This is an optimization exercise on Yosys and OpenROAD, whose aim is small area, not a production implementation. No functional check of the RTL was part of any run shown here. Power is estimated from default activity; no workload was simulated.

==> flow/design.v (outline; a module is shown in full before it is edited, if it fits) <==
// module bfa: 4 lines
// module bha: 4 lines
// module bhan: 4 lines
// module ntt_mul23_csa: 1086 lines
// module ntt_mult_reduction: 224 lines
// module ntt_butterfly: 83 lines
// module ntt_butterfly2x2: 119 lines
// module ntt_bf2x2_top: 30 lines
module ntt_bf2x2_top (
    input  wire         clk,
    input  wire         reset_n,
    input  wire         zeroize,
    input  wire [2:0]   mode,
    input  wire         enable,
    input  wire [183:0] uvw_i,
    input  wire [275:0] pw_uvw_i,
    input  wire         accumulate,
    output wire [91:0]  uv_o,
    output wire [91:0]  pwo_uv_o,
    output wire         ready_o
);
  // ...
==> flow/run.sh <==
#!/bin/bash
# synth_recipe.tcl (not shown) runs the flow's synth.tcl, then flattens the netlist and writes it again
# the make line also repeats each setting of config.mk as NAME=value (left out here)
make -C /OpenROAD-flow-scripts/flow DESIGN_CONFIG=/design/flow/config.mk WORK_HOME=/design/flow/orfs CLKGATE_MAP_FILE= SYNTH_SCRIPT=/design/flow/synth_recipe.tcl finish
==> flow/config.mk <==
export PLATFORM = sky130hd
export DESIGN_NAME = ntt_bf2x2_top
export DESIGN_NICKNAME = ntt_bf2x2_top
export VERILOG_FILES = /design/flow/design.v
export SDC_FILE = /design/flow/constraint.sdc
export NUM_CORES = 4
export LEC_CHECK = 0
export CAP_MARGIN = 30
export CORE_MARGIN = 2
export CORE_UTILIZATION = 35
export PLACE_DENSITY = 0.5
export SLEW_MARGIN = 30
export SYNTH_HIERARCHICAL = 1
==> flow/constraint.sdc <==
create_clock -name core_clock -period 11.0 [get_ports {clk}]
set_input_delay 2.2000 -clock core_clock [delete_from_list [all_inputs] [get_ports {clk}]]
set_output_delay 2.2000 -clock core_clock [all_outputs]
set_load 0.01 [all_outputs]
==> flow_metrics.env, run 1 <==
export IMPL_clk_pin_slew_ns=0.06
export IMPL_nMultiInputCombCells=10462
export IMPL_hold_path_end="u_bf2x2.bf_inst11.u4[13]"
export IMPL_synth_compound_area_share_pct=10.1
export IMPL_cp_end_kind="flop"
export IMPL_worstSetupStartpoint="u_bf2x2.zf[1]"
export IMPL_die_x_um=667
export IMPL_switching_share_pct=43.2
export IMPL_synth_commonest_cells="nand2_1 (2599), fa_1 (2148), dfxtp_1 (2113), inv_1 (1554), ha_1 (732)"
export IMPL_hold_path_class="flop to flop"
export IMPL_clk_path_buf_depth=4
export IMPL_synth_distinct_cells=101
export IMPL_placed_cell_area_um2=162000
export IMPL_status="complete, no violations"
export IMPL_yosys_top_cells_area="fa_1 (28%), dfxtp_1 (27%), nand2_1 (6.3%), ha_1 (5.9%), inv_1 (3.8%)"
export IMPL_fillers=43522
export IMPL_diodes=95
export IMPL_r2r_end="u_bf2x2.bf_inst10.u_mul.zn[32]"
export IMPL_regArea_um2=42700
export IMPL_p_comb_mw=18.0
export IMPL_final_cells=21480
export IMPL_ys_async_sr_fraction_pct=0.705
export IMPL_synth_top_area_share_pct=27.9
export IMPL_synth_edff_count=0
export IMPL_crit_type="flop to flop"
export IMPL_setup_ws_ns=1.08
export IMPL_fin_setup_tns_ns=0
export IMPL_tightest_slew_ns=1.15
export IMPL_fin_crit_ns=9.92
export IMPL_critical_path_max_fanout=46
export IMPL_clkbuf_count=318
export IMPL_drtPass1Iterations=10
export IMPL_cp_common_cell="fa_1"
export IMPL_routed_top_layer="met5"
==> run 2: changes to the inputs <==
--- a/flow/config.mk
+++ b/flow/config.mk
@@ -8,6 +8,7 @@
 export CAP_MARGIN = 30
 export CORE_MARGIN = 2
 export CORE_UTILIZATION = 35
+export GPL_TIMING_DRIVEN = 0
 export PLACE_DENSITY = 0.5
 export SLEW_MARGIN = 30
 export SYNTH_HIERARCHICAL = 1
==> flow_metrics.env, run 2 <==
export IMPL_clk_pin_slew_ns=0.06
export IMPL_cap_violations=0
export IMPL_yosys_top_cells_area="fa_1 (28%), dfxtp_1 (27%), nand2_1 (6.3%), ha_1 (5.9%), inv_1 (3.8%)"
export IMPL_tritoncts="done"
export IMPL_crit_path_end="u_bf2x2.bf_inst00.u_mul.zn[32]"
export IMPL_grt_pass1_vias=116418
export IMPL_core_area_um2=438000
export IMPL_fin_crit_ns=10.76
export IMPL_worst_path_dominant_cell_family="adder cells"
export IMPL_cts_buffers=237
export IMPL_grt_overflow=0
export IMPL_ys_async_sr_fraction_pct=0.705
export IMPL_final_common_cell="nand2_1"
export IMPL_placed_cell_area_um2=169000
export IMPL_power_density_nw_per_um2=212
export IMPL_drc=0
export IMPL_setup_viol=0
export IMPL_drv_slew=0
export IMPL_clkSinkCount=2128
export IMPL_area_delta_synth_final_pct=15.1
export IMPL_crit_type="flop to flop"
export IMPL_dp_hpwl_um=466000
export IMPL_ioPinCount=653
export IMPL_final_nets=19449
export IMPL_final_cell_mix="nand2_1 (2599), fa_1 (2148), dfxtp_1 (2113)"
export IMPL_synth_top_area_share_pct=27.9
export IMPL_synthFlopType="dfxtp_1"
export IMPL_critPathSlowestCell="clkbuf_1"
export IMPL_initial_core_util_pct=35.2
export IMPL_status="complete, no violations"
export IMPL_fmax_ghz=0.0929
export IMPL_clkPwrFrac_pct=22.3
export IMPL_synth_edff_count=0
export IMPL_antenna_found_initial=86
export IMPL_drt_iter0_drc=10411
export IMPL_fillers=43083
export IMPL_cp_common_cell="fa_1"
export IMPL_p_comb_share_pct=48.5
export IMPL_setup_ws_ns=0.241
export IMPL_cts_hold_buf=0
export IMPL_hold_path_class="flop to flop"
export IMPL_sequentialPowerShare_pct=29.2
export IMPL_num_vias=113101
export IMPL_synth_most_common_cell="nand2_1"
export IMPL_total_power_mw=37.5
export IMPL_p_leak_nw=63.8
export IMPL_relSlewSlack_pct=31.4
export IMPL_r2r_end="u_bf2x2.bf_inst00.u_mul.zn[32]"
export IMPL_clk_path_buf_depth=4
export IMPL_worstPathArrival_ns=11.58
export IMPL_timing_final_crit_share_pct=97.8
export IMPL_utilization_pct=40.4
export IMPL_cp_buffers_inverters=8
export IMPL_synth_commonest_cells="nand2_1 (2599), fa_1 (2148), dfxtp_1 (2113), inv_1 (1554), ha_1 (732)"
export IMPL_final_antenna_net_count=0
export IMPL_p_int_mw=21.4
export IMPL_worstSetupStartpoint="u_bf2x2.zf[1]"
export IMPL_avgSynthCellArea_um2=10.2
export IMPL_yosysTopAreaCell="fa_1"
export IMPL_wl_um=560000
export IMPL_syn_area_um2=154000
export IMPL_dp_slack_ns=0.296
export IMPL_io_buffers=652
export IMPL_die_h_um=667
export IMPL_crit_path_max_incr_delay_ns=0.64
export IMPL_synth_distinct_cells=101
export IMPL_h_tree_depth=4
export IMPL_post_cts_resized=0
export IMPL_tightest_slew_ns=1.02
export IMPL_reg2reg_from="u_bf2x2.zf[1]"
export IMPL_skew_ns=0.0937
export IMPL_cts_setup_buffers=0
export IMPL_grt_pass1_wl_um=809000
export IMPL_crit_required_ns=11.82
export IMPL_cp_end_kind="flop"
export IMPL_drive_gt1_share_pct=9.53
export IMPL_yosysSeqAreaShare_pct=27.7
export IMPL_die_x_um=667
export IMPL_clockRootBuffer="clkbuf_16"
export IMPL_rsz0062_at_grt="no"
export IMPL_place_gp_congestion=0.967
export IMPL_yosysWarningCount=9
export IMPL_via_per_inst=5.08
export IMPL_drtPass1Iterations=9
export IMPL_worst_path_stages=28
export IMPL_syn_inst=15154
export IMPL_final_hold_violation_count=0
export IMPL_rr_worst_depth=28
export IMPL_routedWlPerCell_um=25.1
export IMPL_r2r_slack_ns=0.24
export IMPL_die_area_um2=445000
export IMPL_synth_seq_cells=2128
export IMPL_critical_path_max_fanout=10
export IMPL_switchingPower_mw=16.1
export IMPL_ir_worst_vdd_mv=0.192
export IMPL_grt_max_degree=30
export IMPL_clkLatencyLatePin_ns=1.00
export IMPL_track_usage_pct=24.9
export IMPL_whs_ns=0.280
export IMPL_rows=243
export IMPL_switching_share_pct=43.0
export IMPL_startpoint_type="flop"
export IMPL_design_area_um2=177000
[run 2: cell types whose count changed in the layout (fill, tap and decap cells not counted), moves of 10 or more]
cell / change
buf_4: +141
buf_6: +396
o21ai_0: -10
clkbuf_1: +177
buf_2: +47
buf_16: +10
[run 2: stage by stage]
| stage | TNS (ns) | std cells |
|---|---|---|
| 4_1_cts | 0 | 22177 |
| 5_1_grt | 0 | 22254 |
| 6_report | 0 | 22268 |
| 3_5_place_dp | 0 | 21742 |
| 3_3_place_gp | -888.01 | 21694 |
| 2_1_floorplan | 0 | 15162 |
[run 2: worst min path at each step]
stage	from	to	slack, ns	depth (start not counted)
after global placement	u_bf2x2.bf_inst00.h1[0]	u_bf2x2.bf_inst00.h2[0]	0.31	0
after floorplan	u_bf2x2.bf_inst00.h1[0]	u_bf2x2.bf_inst00.h2[0]	0.31	0
final	u_bf2x2.bf_inst10.w3[15]	u_bf2x2.bf_inst10.w4[15]	0.28	0
after detailed placement	u_bf2x2.bf_inst10.h1[13]	u_bf2x2.bf_inst10.h2[13]	0.31	0
after global routing	u_bf2x2.bf_inst10.w3[15]	u_bf2x2.bf_inst10.w4[15]	0.29	0
after CTS	u_bf2x2.bf_inst10.h3[5]	u_bf2x2.bf_inst10.h4[5]	0.28	0
[run 2: cells by family after synthesis]
group | Yosys count | synth area share [%]
AOI/OAI and AO/OA | 2106 | 10.1
xor gates and xnor gates | 728 | 4.16
adders and majority gates | 2884 | 33.9
buffers and inverters | 2572 | 9.15
DFF | 2128 | 27.7
muxes | 316 | 2.28
other | 4 | 0.00975
and+or+nand+nor | 4416 | 12.7
[run 2: Yosys stat by module, one instance, submodules excluded, excerpt]
module / cells inside / flops+latches / times used / area [µm²]
ntt_mult_reduction: 683 / 99 / 4 / 5720
bfa: 1 / 0 / 2128 / 20.0
bha: 1 / 0 / 72 / 12.5
bhan: 5 / 0 / 164 / 27.5
ntt_mul23_csa: 714 / 0 / 4 / 3720
[run 2: area by class of cell]
type | instances | area, µm² | area share [%]
flip-flops and latches | 2128 | 42700 | 24.1
inverters | 1554 | 5830 | 3.29
clock inverters | 139 | 1700 | 0.961
repair buffers | 700 | 7220 | 4.07
well taps | 5880 | 7360 | 4.15
multi-input cells | 10462 | 97400 | 55.0
diodes | 91 | 228 | 0.128
plain buffers | 1018 | 8260 | 4.66
clock buffers | 296 | 6500 | 3.67
[run 2: metal layers]
layer  track usage [%]  wire, µm  up-vias
met1              33.3    241000    56710
met3              3.89     37600      876
met5                 0       179        -
met4              11.8     30200       30
met2              39.5    251000     4129
li1                  -         -    51356
[run 2: power groups by stage]
stage               clock, mW  combinational (mW)  sequential, mW
finish                   8.35                18.2            11.0
global route             8.86                20.3            11.0
CTS                      8.56                18.2            10.9
detailed placement          0                18.1            11.1
global placement            0                18.0            11.1
floorplan                   0                13.4            10.1

-- static timing again, ports no longer ideal --
Ports are ideal in the flow. The routed layouts listed here were re-timed in OpenROAD.
Step 1 sets driving cells, clkbuf_16 on the clock port and buf_2 on the other inputs (assumed; they add their load-dependent delay and slew).
Step 2 adds t to the input delays and takes it off the output delays; t is the mean of the earliest and latest rising clock arrival at the registers after step 1. Input paths then give back, and output paths get back, about the clock's delay inside the block.
Slacks: ideal ports / drivers / drivers and shift; pairs: ideal ports / drivers.
| run | shift t [ns] | setup WS [ns] | worst setup path at the end | clock arrival spread, ns | worst slew at a driven data input, ns |
|---|---|---|---|---|---|
| run 1 | 1.034 | 1.078 / 1.078 / 1.078 | register to register | 0.064 / 0.065 | 0.11 |
| run 2 | 1.054 | 0.241 / 0.241 / 0.241 | register to register | 0.094 / 0.094 | 0.11 |
After both steps every run listed still meets setup and hold.
